From an optimization exercise on the open Yosys and OpenROAD flow, aimed at a short achievable clock period and few clock cycles; shortcuts taken in it are not production practice. The RTL was checked by simulation tests, not by an equivalence proof against the original design. Power figures rest on the tool's default switching activity, not on a simulated workload.

**flow/design.v**
```verilog
module decode(
	input wire [31:0] inst,
	output wire bout,lout, otout, sout, ldr, str, p, u, byt, w,
	output wire [23:0] offset,
	output wire [3:0] cond, op, rn, rd, rm,
	output wire [11:0] operand,
	output wire [31:0] branchimm
	);
	reg [3:0] r1_temp, r2_temp;
	reg [2:0] itype;
	reg optype;
	reg b, l;
	reg ldr_temp, str_temp;
	assign branchimm[31:26] = {6{inst[23]}};
   assign branchimm[25:2] = inst[23:0];
   assign branchimm[1:0] = 2'b00;
	assign cond = inst[31:28];
	assign op = inst[24:21];
	assign operand = inst[11:0];
	assign otout  = inst[25];
	assign sout = inst[20];
	assign offset = inst[23:0];
	assign p = inst[24];
	assign u = inst[23];
	assign byt = inst[22];
	assign w = inst[21];
	assign rn = inst[19:16];
	assign rd = inst[15:12];
	assign rm = inst[3:0];
	assign bout = b;
	assign lout = l;
	assign ldr = ldr_temp;
	assign str = str_temp;
	always @ ( * ) begin
		itype = inst[27:26];
		b = 1'b0; l = 1'b0; ldr_temp = 1'b0; str_temp = 1'b0;
		case (itype)
			2'b00: begin
					end	
			2'b01: begin
						ldr_temp = inst[20];
						str_temp = ~inst[20];
					end
			default: begin
							b = 1'b1;
							if (inst[24]) l = 1'b1;
							else l = 1'b0;
						end
		endcase
	end
endmodule
module ALU #(parameter width = 32)(
	input [3:0] ALUop,  
	input [width-1:0] oprd1,
	input [width-1:0] oprd2,
	output reg [width-1:0] result,
	output reg negative,
	output reg zero,
	output reg carry_bit,
	output reg overflow
	);
	reg [width:0] temp_result;  
	always @(*) begin
		carry_bit = 1'b0;
		overflow = 1'b0;
		negative = 1'b0;
		zero = 1'b0;
		temp_result = 33'b0;
		result = 32'b0;
		case(ALUop)
			4'b0100: begin  
							temp_result = oprd1 + oprd2;
							result = temp_result[width-1:0];
							carry_bit = temp_result[width];
							if((~oprd1[width-1] && ~oprd2[width-1] && temp_result[width-1]) || (oprd1[width-1] && oprd2[width-1] && ~temp_result[width-1]))
								overflow = 1'b1;
							if(temp_result[width-1]) negative = 1'b1;
						end
			4'b0010: begin   
							temp_result = oprd1 - oprd2;
							result = temp_result[width-1:0];
							carry_bit = temp_result[width];
							if((~oprd1[width-1] && oprd2[width-1] && temp_result[width-1]) || (oprd1[width-1] && ~oprd2[width-1] && temp_result[width-1]) 
							|| (~oprd1[width-1] && oprd2[width-1] && ~temp_result[width-1]) || (oprd1[width-1] && ~oprd2[width-1] && ~temp_result[width-1]))
								overflow = 1'b1;
							if(temp_result[width-1]) negative = 1'b1;
						end
			4'b1010: begin  
							result = oprd1 - oprd2;   
							if (result[width - 1]) negative = 1'b1;  
						end
			4'b1000: begin  
							result = oprd1 & oprd2;  
							if (result[width - 1]) negative = 1'b1;
						end
			4'b1001: begin  
							result = oprd1 ^ oprd2;   
							if (result[width - 1]) negative = 1'b1;
						end
			4'b1110: begin   
							result = oprd1 & ~oprd2;
							if (result[width - 1]) negative = 1'b1;
						end
			4'b1100: begin  
							result = oprd1 | oprd2;
							if (result[width - 1]) negative = 1'b1;
						end
			4'b0001: begin  
							result = oprd1 ^ oprd2;  
							if (result[width - 1]) negative = 1'b1;
						end
			4'b1101: begin  
							result = oprd2;
							if (result[width - 1]) negative = 1'b1;
						end
			4'b1111: begin  
							result = ~oprd2;
							if (result[width - 1]) negative = 1'b1;
						end
			default: begin end
		endcase
		if (result == 1'b0)
		zero = 1'b1;
	end
endmodule
module shifter(shift, data, out_shift, c_flag);  
	input wire [7:0] shift;
	input wire [31:0] data;
	output wire [31:0] out_shift;
	output wire c_flag;
	wire [4:0] shift_amount;
	wire [1:0] shift_type;
	wire do_shift_amount, do_shift_register;
	reg [31:0] out;
	reg t_c_flag;
	assign do_shift_amount = (!shift[0]) ? 1'b1 : 1'b0;
	assign shift_amount = shift[7:3];
	assign shift_type = shift[2:1];
	assign out_shift = out;
	assign c_flag = t_c_flag;
	always @(*) begin
			case(shift_type)
			2'b00: begin
						t_c_flag = data[31-shift_amount];
						out = data << shift_amount;
					 end
			2'b01: begin
						t_c_flag = data[shift_amount - 1];
						out = data >> shift_amount;
					end 	
			2'b10: begin
						t_c_flag = data[shift_amount - 1];
						out = data >>> shift_amount;
					 end
			2'b11: begin
						t_c_flag = 0;
						if (shift_amount == 0) begin
							out = data;
						end
						else out = (data << (32-shift_amount)) + (data >> shift_amount);
					 end
			endcase					 
	end			
endmodule
module rotate ( 
	input wire [3:0] rotate_amount, 
	input wire [7:0] value,
	output wire [31:0] out_rotate,
	output wire c_flag
	);
	reg [31:0] out;
	wire [31:0] temp_value;
	wire [4:0] true_rot;
	assign out_rotate = out;
	assign true_rot = {rotate_amount,1'b0};
	assign temp_value = {24'b0,value};
	assign c_flag = 0;
	always @(*) begin	
		if (true_rot == 0) out = temp_value;
		else out = ((temp_value >> true_rot) + (temp_value << (32 - true_rot)));
	end
endmodule
module cycles(
	input wire clk,
	input wire reset,
	input wire [31:0] pc,
	input wire [1:0] state,
	input wire [3:0] op,
	input wire b, l, t, s, ldr, str, p, u, byt, w,
	input wire [23:0] offset,
	input wire [3:0] cond, rn, rd, rm,
	input wire [11:0] operand,
	input wire [31:0] regdata1, regdata2, memdata,
	output wire [3:0] regaddrIn, 
	output wire [3:0] regaddrOut1, regaddrOut2, 
	output wire [31:0] regdataIn,
	output wire regwr, regrd1, regrd2,
	output wire [31:0] memaddrIn, memaddrOut, memdataIn,
	output wire memwr, memrd,
	output wire bf
	);
	reg [31:0]  alu1, alu2,cpsr;
	wire [31:0] ALUresult, out_shift, out_rotate;
	reg [3:0] opcode;
	wire [3:0] newcond;
	reg [3:0]temp;
	reg condition, tbf;
	wire c_flag, c_flag2;
	reg [3:0] tregaddrIn; 
	reg [3:0] tregaddrOut1, tregaddrOut2;
	reg [31:0] tregdataIn;
	reg tregwr, tregrd1, tregrd2;
	reg [31:0] tmemaddrIn, tmemaddrOut, tmemdataIn;
	reg tmemwr, tmemrd;
	assign regaddrIn 		= tregaddrIn;
	assign regaddrOut1 	= tregaddrOut1;
	assign regaddrOut2 	= tregaddrOut2;
	assign regdataIn 		= tregdataIn;
	assign regwr 			= tregwr;
	assign regrd1 			= tregrd1;
	assign regrd2 			= tregrd2;
	assign memaddrIn 		= tmemaddrIn;
	assign memaddrOut 	= tmemaddrOut;
	assign memdataIn 		= tmemdataIn;
	assign memwr 			= tmemwr;
	assign memrd 			= tmemrd;
	assign bf 				= tbf;
	localparam EQcc = 4'b0000;
	localparam NEcc = 4'b0001;
	localparam CScc = 4'b0010;
	localparam CCcc = 4'b0011;
	localparam MIcc = 4'b0100;
	localparam PLcc = 4'b0101;
	localparam VScc = 4'b0110;
	localparam VCcc = 4'b0111;
	localparam HIcc = 4'b1000;
	localparam LScc = 4'b1001;
	localparam GEcc = 4'b1010;
	localparam LTcc = 4'b1011;
	localparam GTcc = 4'b1100;
	localparam LEcc = 4'b1101;
	localparam ALcc = 4'b1110;
	always @(*) begin
		case (cond)
			EQcc: condition = cpsr[30];
			NEcc: condition = ~cpsr[30];
			CScc: condition = cpsr[29];
			CCcc: condition = ~cpsr[29];
			MIcc: condition = cpsr[31];
			PLcc: condition = ~cpsr[31];
			VScc: condition = cpsr[28];
			VCcc: condition = ~cpsr[28];
			HIcc: condition = cpsr[28] && ~cpsr[30];
			LScc: condition = ~cpsr[28] && cpsr[30];
			GEcc: condition = cpsr[31] == cpsr[28];
			LTcc: condition = cpsr[31] != cpsr[28];
			GTcc: condition = ~cpsr[30] && (cpsr[31] == cpsr[28]);
			LEcc: condition = cpsr[30] && (cpsr[31] != cpsr[28]);
			ALcc: condition = 1'b1;
			default: condition = 1'b1;
		endcase
	end
	shifter shifting (operand[11:4], regdata2, out_shift, c_flag);  
	rotate rotating(operand[11:8], operand[7:0], out_rotate, c_flag2);  
	ALU calculation(opcode, alu1, alu2, ALUresult, newcond[3], newcond[2], newcond[1], newcond[0]);
	always @(posedge clk) begin
		if (reset) cpsr <= 32'b0;
		else if (s && (state == 2'b10) && !b && !ldr && !str) cpsr <= {newcond, 28'b0};
	end
	always @(*) begin
		tregaddrIn = 0; tregaddrOut1 = 0; tregaddrOut2 = 0; tregdataIn = 0;
		tregwr = 0; tregrd1 = 0; tregrd2 = 0; 
		tmemaddrIn = 0; tmemaddrOut = 0; tmemdataIn = 0; 
		tmemwr = 0; tmemrd = 0; 
		opcode = 0; alu1 = 0; alu2 = 0;
		tbf = 0;
		if (ldr || str) begin
			if (condition) begin
				case (state)
				2'b00: begin
						end
				2'b01: begin
							if (ldr) begin
								tregaddrOut1 = rn;
								tregrd1 = 1'b1;
							end
							else begin
								tregaddrOut1 = rd;
								tregrd1 = 1'b1;
							end
						end
				2'b10: begin
							if (ldr) begin
								if (p) tmemaddrOut = regdata1 + operand;
								else tmemaddrOut = regdata1;
								tmemrd = 1'b1;
							end
							else begin
								tregaddrOut2 = rn;
								tregrd2 = 1'b1;
							end
						end
				2'b11: begin
							if (ldr) begin
								tregaddrIn = rd;
								tregwr = 1'b1;
								if (byt) tregdataIn = {24'b0, memdata[7:0]};
								else tregdataIn = memdata;
							end
							else begin
								if (p) tmemaddrIn = regdata2 + operand;
								else tmemaddrIn = regdata2;
								tmemwr = 1'b1;
								if (byt) tmemdataIn = {4{regdata1[7:0]}};
								else tmemdataIn = regdata1;
								if (w) begin
									tregaddrIn = rn;
									if (u)										
										tregdataIn = regdata2 + operand;
									else tregdataIn = regdata2 - operand;
								end
							end
						end
				endcase
			end
		end
		else begin
			if (b) begin
				if (condition) begin
					tbf = 1'b1;
					if (l) begin
						tregaddrIn = 4'b1110;  
						tregdataIn = pc;  
						tregwr = 1'b1;
					end
				end
			end
			else
				case (op)
				4'b0000: begin  
								case (state)
								2'b00: begin
										end
								2'b01: begin
										end
								2'b10: begin
										end
								2'b11: begin
										end
								endcase
							end
				4'b0001: begin  
								case (state)
								2'b00: begin
										end
								2'b01: begin
											tregaddrOut1 = rn; tregrd1 = 1;
											if (!t) begin
												tregaddrOut2 = rm; tregrd2 = 1;
											end
										end
								2'b10: begin
											opcode = 4'b0001;
											alu1 = regdata1;  
											if (t) alu2 = out_rotate;  
											else alu2 = out_shift;  
											tregaddrIn = rd; tregwr = 1;
											tregdataIn = ALUresult;
										end
								2'b11: begin
										end
								endcase
							end
				4'b0010: begin  
								case (state)
								2'b00: begin
										end
								2'b01: begin
											tregaddrOut1 = rn; tregrd1 = 1;
											if (!t) begin
												tregaddrOut2 = rm; tregrd2 = 1;
											end
										end
								2'b10: begin
											opcode = 4'b0010;
											alu1 = regdata1;  
											if (t) alu2 = out_rotate;  
											else alu2 = out_shift;  
											tregaddrIn = rd; tregwr = 1;
											tregdataIn = ALUresult;
										end
								2'b11: begin
										end
								endcase
							end
				4'b0011: begin  
								case (state)
								2'b00: begin
										end
								2'b01: begin
										end
								2'b10: begin
										end
								2'b11: begin
										end
								endcase
							end
				4'b0100: begin  
								case (state)
								2'b00: begin
										end
								2'b01: begin
											tregaddrOut1 = rn; tregrd1 = 1;
											if (!t) begin
												tregaddrOut2 = rm; tregrd2 = 1;
											end
										end
								2'b10: begin	
											opcode = 4'b0100;
											alu1 = regdata1;  
											if (t) alu2 = out_rotate;  
											else alu2 = out_shift;  
											tregaddrIn = rd; tregwr = 1;
											tregdataIn = ALUresult;
										end
								2'b11: begin
										end
								endcase
							end
				4'b0101: begin  
								case (state)
								2'b00: begin
										end
								2'b01: begin
										end
								2'b10: begin
										end
								2'b11: begin
										end
								endcase
							end
				4'b0110: begin  
								case (state)
								2'b00: begin
										end
								2'b01: begin
										end
								2'b10: begin
										end
								2'b11: begin
										end
								endcase
							end
				4'b0111: begin  
								case (state)
								2'b00: begin
										end
								2'b01: begin
										end
								2'b10: begin
										end
								2'b11: begin
										end
								endcase
							end
				4'b1000: begin  
								case (state)
								2'b00: begin
										end
								2'b01: begin
											tregaddrOut1 = rn; tregrd1 = 1;
											if (!t) begin
												tregaddrOut2 = rm; tregrd2 = 1;
											end
										end
								2'b10: begin
											opcode = 4'b1000;											
											alu1 = regdata1;  
											if (t) alu2 = out_rotate;  
											else alu2 = out_shift;  
											tregaddrIn = rd; tregwr = 1;
											tregdataIn = ALUresult;
										end
								2'b11: begin
										end
								endcase
							end
				4'b1001: begin 
								case (state)
								2'b00: begin
										end
								2'b01: begin
											tregaddrOut1 = rn; tregrd1 = 1;
											if (!t) begin
												tregaddrOut2 = rm; tregrd2 = 1;
											end
										end
								2'b10: begin
											opcode = 4'b1001;
											alu1 = regdata1;  
											if (t) alu2 = out_rotate;  
											else alu2 = out_shift;  
										end
								2'b11: begin
										end
								endcase
							end
				4'b1010: begin 
								case (state)
								2'b00: begin
										end
								2'b01: begin
											tregaddrOut1 = rn; tregrd1 = 1;
											if (!t) begin
												tregaddrOut2 = rm; tregrd2 = 1;
											end
										end
								2'b10: begin
											opcode = 4'b1010;
											alu1 = regdata1;  
											if (t) alu2 = out_rotate;
											else alu2 = out_shift;  
										end
								2'b11: begin
										end
								endcase
							end
				4'b1011: begin 
								case (state)
								2'b00: begin
										end
								2'b01: begin
										end
								2'b10: begin
										end
								2'b11: begin
										end
								endcase
							end
				4'b1100: begin  
								case (state)
								2'b00: begin
										end
								2'b01: begin
											tregaddrOut1 = rn; tregrd1 = 1;
											if (!t) begin
												tregaddrOut2 = rm; tregrd2 = 1;
											end
										end
								2'b10: begin
											opcode = 4'b1100;
											alu1 = regdata1;  
											if (t) alu2 = out_rotate;  
											else alu2 = out_shift;  
											tregaddrIn = rd; tregwr = 1;
											tregdataIn = ALUresult;
										end
								2'b11: begin
										end
								endcase
							end
				4'b1101: begin 
								case (state)
								2'b00: begin
										end
								2'b01: begin
											tregaddrOut1 = rm; tregrd1 = 1;	
										end
								2'b10: begin
											opcode = 4'b1101;
											alu1 = rd;  
											alu2 = regdata1;  
											tregaddrIn = rd; tregwr = 1;
											tregdataIn = ALUresult;
										end
								2'b11: begin 
										end
								endcase
							end
				4'b1110: begin  
								case (state)
								2'b00: begin
										end
								2'b01: begin
											tregaddrOut1 = rm; tregrd1 = 1;
											tregaddrOut2 = rn; tregrd2 = 1;
										end
								2'b10: begin
											opcode = 4'b1110;
											alu1 = regdata1;
											alu2 = regdata2;											
											tregaddrIn = rd; tregwr = 1;
											tregdataIn = ALUresult;
										end
								2'b11: begin
										end
								endcase
							end
				4'b1111: begin  
								case (state)
								2'b00: begin
										end
								2'b01: begin
											tregaddrOut1 = rm; tregrd1 = 1;				
										end
								2'b10: begin
											opcode = 4'b1111;
											alu1 = rd;  
											alu2 = regdata1;  
											tregaddrIn = rd; tregwr = 1;
											tregdataIn = ALUresult;
										end
								2'b11: begin
										end
								endcase
							end
				endcase
		end
	end
endmodule
module registers(
	input wire clk,
	input wire [3:0] addrIn,
	input wire [3:0] addrOut1, addrOut2,
	input wire [31:0] dataIn,
	input wire wr, rd1, rd2,
	output wire [31:0] dataOut1, dataOut2,
	input wire [3:0] dbgAddr,
	output wire [31:0] dbgData) ;
	reg [31:0] ram [0:15];
	reg [31:0] out1, out2;
	assign dataOut1 = out1;
	assign dataOut2 = out2;
	assign dbgData = ram[dbgAddr];
	always @(posedge clk) begin
		if (wr)
			ram[addrIn] <= dataIn;
		if (rd1)
			out1 <= ram[addrOut1];
		if (rd2)
			out2 <= ram[addrOut2];
	end
endmodule
module memory(
	input wire clk,
	input wire [31:0] addrIn,
	input wire [31:0] addrOut,
	input wire [31:0] dataIn,
	input wire wr, rd,
	output wire [31:0] dataOut,
	input wire [4:0] dbgAddr,
	output wire [7:0] dbgData) ;
	reg [7:0] mem [31:0];
	reg [7:0] a,b,c,d;
	wire [4:0] wa, ra;
	assign wa = addrIn[4:0];
	assign ra = addrOut[4:0];
	assign dataOut = {a,b,c,d};
	assign dbgData = mem[dbgAddr];
	always @(posedge clk) begin
		if (wr) begin
			mem[wa] <= dataIn[7:0];
			mem[wa + 5'd1] <= dataIn[15:8];
			mem[wa + 5'd2] <= dataIn[23:16];
			mem[wa + 5'd3] <= dataIn[31:24];
		end
		if (rd) begin
			d <= mem[ra];
			c <= mem[ra + 5'd1];
			b <= mem[ra + 5'd2];
			a <= mem[ra + 5'd3];
		end
	end
endmodule
module cpu(
	input wire clk,
	input wire nreset,
	output wire [31:0] imem_addr,
	input wire [31:0] imem_data,
	input wire [3:0] dbg_reg_addr,
	output wire [31:0] dbg_reg_data,
	input wire [4:0] dbg_mem_addr,
	output wire [7:0] dbg_mem_data,
	output wire halted
	);
	wire reset;
	wire [31:0] regdata1, regdata2, memdata;
	wire [31:0] inst;
	reg [31:0] pc;
	reg [1:0] state;
	wire [3:0] cond, op, rn, rd, rm; 
	wire [11:0] operand;
	wire b, l, t, s, ldr, str, p, u, byt, w;
	wire [23:0] offset;
	wire [3:0] regaddrIn, regaddrOut1, regaddrOut2;
	wire regwr, regrd1, regrd2, memwr, memrd;
	wire [31:0] regdataIn, memaddrIn, memaddrOut, memdataIn; 
	wire bf;
	wire [31:0] branchimm; 
	assign reset = ~nreset;
	assign imem_addr = pc;
	assign inst = imem_data;
	assign halted = (inst == 32'hEAFFFFFE);
	decode decoder(inst, b, l, t, s, ldr, str, p, u, byt, w, offset, cond, op, rn, rd, rm, operand, branchimm);
	cycles operation(clk, reset, pc, state, op, b, l, t, s, ldr, str, p, u, byt, w, offset, cond, rn, rd, rm, operand, regdata1, regdata2, memdata,
						 regaddrIn, regaddrOut1, regaddrOut2, regdataIn, regwr, regrd1, regrd2, 
						 memaddrIn, memaddrOut, memdataIn, memwr, memrd, bf); 
	registers RAM(clk, regaddrIn, regaddrOut1, regaddrOut2, regdataIn, regwr, regrd1, regrd2, regdata1, regdata2,
					  dbg_reg_addr, dbg_reg_data);
	memory MEM(clk, memaddrIn, memaddrOut, memdataIn, memwr, memrd, memdata, dbg_mem_addr, dbg_mem_data);
	always @(posedge clk) begin
		if (reset) begin
			state <= 2'b00;
			pc <= 32'b0;
		end
		else begin
			if (state == 2'b11) begin
				if (!bf) pc <= pc + 1;
				else pc <= pc + {{2{branchimm[31]}}, branchimm[31:2]} + 32'd2;
				state <= 2'b00;
			end
			else state <= state + 1'b1;
		end
	end
endmodule
```
**flow/run.sh**
```bash
#!/bin/bash
# synth_recipe.tcl (not shown) runs the flow's synth.tcl, then flattens the netlist and writes it again
# the make line also repeats each setting of config.mk as NAME=value (left out here)
make -C /OpenROAD-flow-scripts/flow DESIGN_CONFIG=/design/flow/config.mk WORK_HOME=/design/flow/orfs CLKGATE_MAP_FILE= SYNTH_SCRIPT=/design/flow/synth_recipe.tcl finish
```
**flow/config.mk**
```make
export PLATFORM = sky130hd
export DESIGN_NAME = cpu
export DESIGN_NICKNAME = cpu
export VERILOG_FILES = /design/flow/design.v
export SDC_FILE = /design/flow/constraint.sdc
export NUM_CORES = 4
export LEC_CHECK = 0
export CAP_MARGIN = 20
export CORE_MARGIN = 2
export CORE_UTILIZATION = 40
export PLACE_DENSITY = 0.6
export SLEW_MARGIN = 20
```
**flow/constraint.sdc**
```tcl
create_clock -name core_clock -period 10.0 [get_ports {clk}]
set_input_delay 2.0000 -clock core_clock [delete_from_list [all_inputs] [get_ports {clk}]]
set_output_delay 2.0000 -clock core_clock [all_outputs]
set_load 0.01 [all_outputs]
```
==> results.sh <==
export IMPL_drt_initial_drc_count=16700
export IMPL_critPathKind="input port to flip-flop"
export IMPL_drive_above_1_share_pct=18.4
export IMPL_cts_root_buf="clkbuf_16"
export IMPL_fp_coreArea_um2=205000
export IMPL_clock_skew_ns=0.100
export IMPL_cts_max_level=3
export IMPL_grt_pass1_vias=80700
export IMPL_synth_edf_count=864
export IMPL_numCtsBuffers=102
export IMPL_yosysTopAreaCell="edfxtp_1"
export IMPL_crit_top_cell="buf_4"
export IMPL_drc=0
export IMPL_synthFlopType="edfxtp_1"
export IMPL_power_density_nw_per_um2=109
export IMPL_hold_viol=0
export IMPL_multi_input_area_um2=52100
export IMPL_fillers=19600
export IMPL_insertion_delay_ns=0.84
export IMPL_die_y_um=458
export IMPL_leakage_nw=35.9
export IMPL_min_path_type="flip-flop to flip-flop"
export IMPL_rsz0062_at_grt="no"
export IMPL_arrival_ns=10.22
export IMPL_hold_ws_ns=0.478
export IMPL_dr_pass1_iters=9
export IMPL_run_status="complete, no violations"
export IMPL_syn_to_final_growth_pct=15.9
export IMPL_ir_drop_v=0.000151
export IMPL_antenna_found_initial=59
export IMPL_cts_tree="built"
export IMPL_viasPerCell=7.10
export IMPL_cts_path_max_buffers=3
export IMPL_io_pin_count=116
export IMPL_clock_sinks=902
export IMPL_hold_buffers=0
export IMPL_rows=166
export IMPL_yosysSeqAreaShare_pct=32.4
export IMPL_placed_area_um2=91800
export IMPL_cts_setup_buffers=0
export IMPL_overflow=0
export IMPL_dp_hpwl_um=349000
export IMPL_worstMarginPinSlew_ns=1.30
export IMPL_max_cap_violations=0
export IMPL_io_buffers=115
export IMPL_syn_area_um2=82400
export IMPL_start_util_pct=40.2
export IMPL_via_count=88900
export IMPL_synth_nets=9689
export IMPL_final_cells=12500
export IMPL_nNetsFinal=10000
export IMPL_critPathMaxStageDelay_ns=0.64
export IMPL_ys_ff_latch=902
export IMPL_path_clk_slew_ns=0.07
export IMPL_syn_area_per_cell_um2=8.77
export IMPL_synth_top_area_share_pct=31.5
export IMPL_setup_viol=0
export IMPL_register_area_um2=26700
export IMPL_critPathSlowestCell="a2111oi_0"
export IMPL_final_area_um2=95500
export IMPL_crit_path_start_kind="input port"
export IMPL_die_x_um=458
export IMPL_synth_area_leaders="edfxtp_1, mux4_2, nand2_1, a21oi_1, ha_1"
export IMPL_slew_violations=0
export IMPL_synth_warnings=8
export IMPL_cp_end_kind="flip-flop"
export IMPL_fin_crit_sh_pct=96.8
export IMPL_max_slew_margin_rel_pct=12.0
export IMPL_grt_pass1_wl_um=648000
export IMPL_grt_max_degree=192
export IMPL_final_min_clock_period_ns=9.68
export IMPL_wire_per_inst_um=38.0
export IMPL_async_flop_share_pct=0
export IMPL_ys_types=105
export IMPL_cp_max_fo=16
export IMPL_wl_um=475000
export IMPL_die_area_um2=210000
export IMPL_gp_congestion=1.10
export IMPL_utilization_pct=46.6
export IMPL_ant_nets=0
export IMPL_max_freq_mhz=103
export IMPL_grt_util_all_layers_pct=43.7
export IMPL_dp_cells=12300
export IMPL_post_synth_inst_count=9393
export IMPL_cp_required_ns=10.54
[cell usage in the layout (no fill, tap or decap), types with 186 or more instances in the layout]
master	instances
nand3_1	379
inv_1	215
and2_1	186
ha_1	244
mux2i_1	237
mux4_2	434
a211oi_1	307
edfxtp_1	864
nand2_1	1772
o21ai_0	374
nor2_1	698
a311oi_1	208
a21oi_1	614
buf_4	939
[power breakdown]
part	leakage (nW)	total [mW]	switching, mW	internal [mW]
Clock	1.70	4.12	1.79	2.33
Sequential	8.05	4.18	0.0541	4.12
Combinational	26.1	2.10	1.32	0.783
Total	35.9	10.4	3.16	7.24
[what timing repair did]
item | 4_1_cts | 5_1_grt
endpoints found under the setup margin | 0 | 17
gates resized for setup | 0 | 3
endpoints found under the hold margin | 0 | 0
[worst paths after layout]
path                   endpoint    startpoint  slack [ns]  depth (start not counted)
max reg2reg  operation.cpsr[30]  RAM.out2[11]        0.94                         33
min                    state[0]      state[0]        0.48                          1
min reg2reg            state[0]      state[0]        0.48                          1
max             RAM.ram[13][31]  imem_data[8]        0.32                         38
[sequential cells by signal, summed over array words and instances (netlist names)]
signal,cells
RAM.ram,512
MEM.mem,256
RAM.out1,32
RAM.out2,32
pc,32
MEM.a,8
MEM.b,8
MEM.c,8
MEM.d,8
operation.cpsr,4
state,2
[per-layer routing]
metal / track usage (%) / up-vias / routed length, µm
met1: 58.7 / 43700 / 184000
li1: - / 36400 / -
met4: 21.4 / 42 / 27700
met5: 0.574 / - / 425
met3: 20.6 / 1358 / 79700
met2: 58.0 / 7408 / 183000
[final cells by class]
cell class | instances | share of cell area [%]
Multi-Input combinational cell | 7417 | 54.6
Inverter | 227 | 0.903
Clock buffer | 122 | 2.77
Tap cell | 2688 | 3.52
Antenna cell | 18 | 0.0472
Sequential cell | 902 | 28.0
Clock inverter | 66 | 0.974
Timing Repair Buffer | 1082 | 9.21
[kinds of logic after synthesis]
group,synth area share [%]
muxes,15.9
DFF,32.4
AOI/OAI and AO/OA,21.9
and+or+nand+nor,19.4
adders and majority gates,3.93
xor gates and xnor gates,1.40
buffers and inverters,5.01
[stage by stage]
stage	power [mW]	TNS, ns	setup WS, ns
final	10.4	0	0.319
after floorplan	5.31	0	0.00406
after CTS	10.3	0	0.543
after global routing	10.6	0	0.0277
after detailed placement	6.26	-4.00	-0.244
after global placement	6.26	-5.04	-0.264
[worst max-delay path: cells and delay by family]
kind	cells	cell delay, ns
fa+ha+maj	3	0.90
simple gates	8	0.91
xor+xnor	3	0.80
buf+inv	12	2.10
compound gates	12	3.50
[synth_stat cells, drive strengths merged, types with 47 or more instances]
cell	number
nand2	1775
mux4	434
buf	150
nor3	102
edfxtp	864
or3	48
o21ai	421
a31oi	152
ha	245
nand4	47
nor2	729
a21o	68
a21oi	619
a221o	47
mux2	86
clkbuf	697
and2	192
mux2i	238
a221oi	107
o211ai	89
a311oi	210
o221ai	84
xor2	50
nand3	379
and3	126
a211o	47
o22ai	99
inv	223
a22oi	72
a211oi	312
xnor2	82
Testbench counts, summed over its fixed seeds: cycles 299,092.

## re-timing with driven ports
The results above use ideal ports. As a check the final layout listed here was re-extracted and re-timed, cells and wires unchanged.
Step 1, drivers: a clkbuf_16 drives clk and a buf_2 each remaining input, both assumed.
Step 2 also shifts input and output timing later by t, the mid clock arrival at the registers, as if the neighbouring blocks saw the same clock.
Three values: ideal, step 1, step 2; two values: the first two.
t (ns): 0.870
setup slack, ns: 0.319 / 0.383 / -0.487
hold slack, ns: 0.478 / 0.478 / 0.478
worst setup path at the end: input to register
cell pins on the clock port's net: 1
Met with ideal ports but missed after step 2: setup timing in this run. For this run, drivers alone change the setup slack by +0.064 ns; drivers and shift together by -0.806 ns.
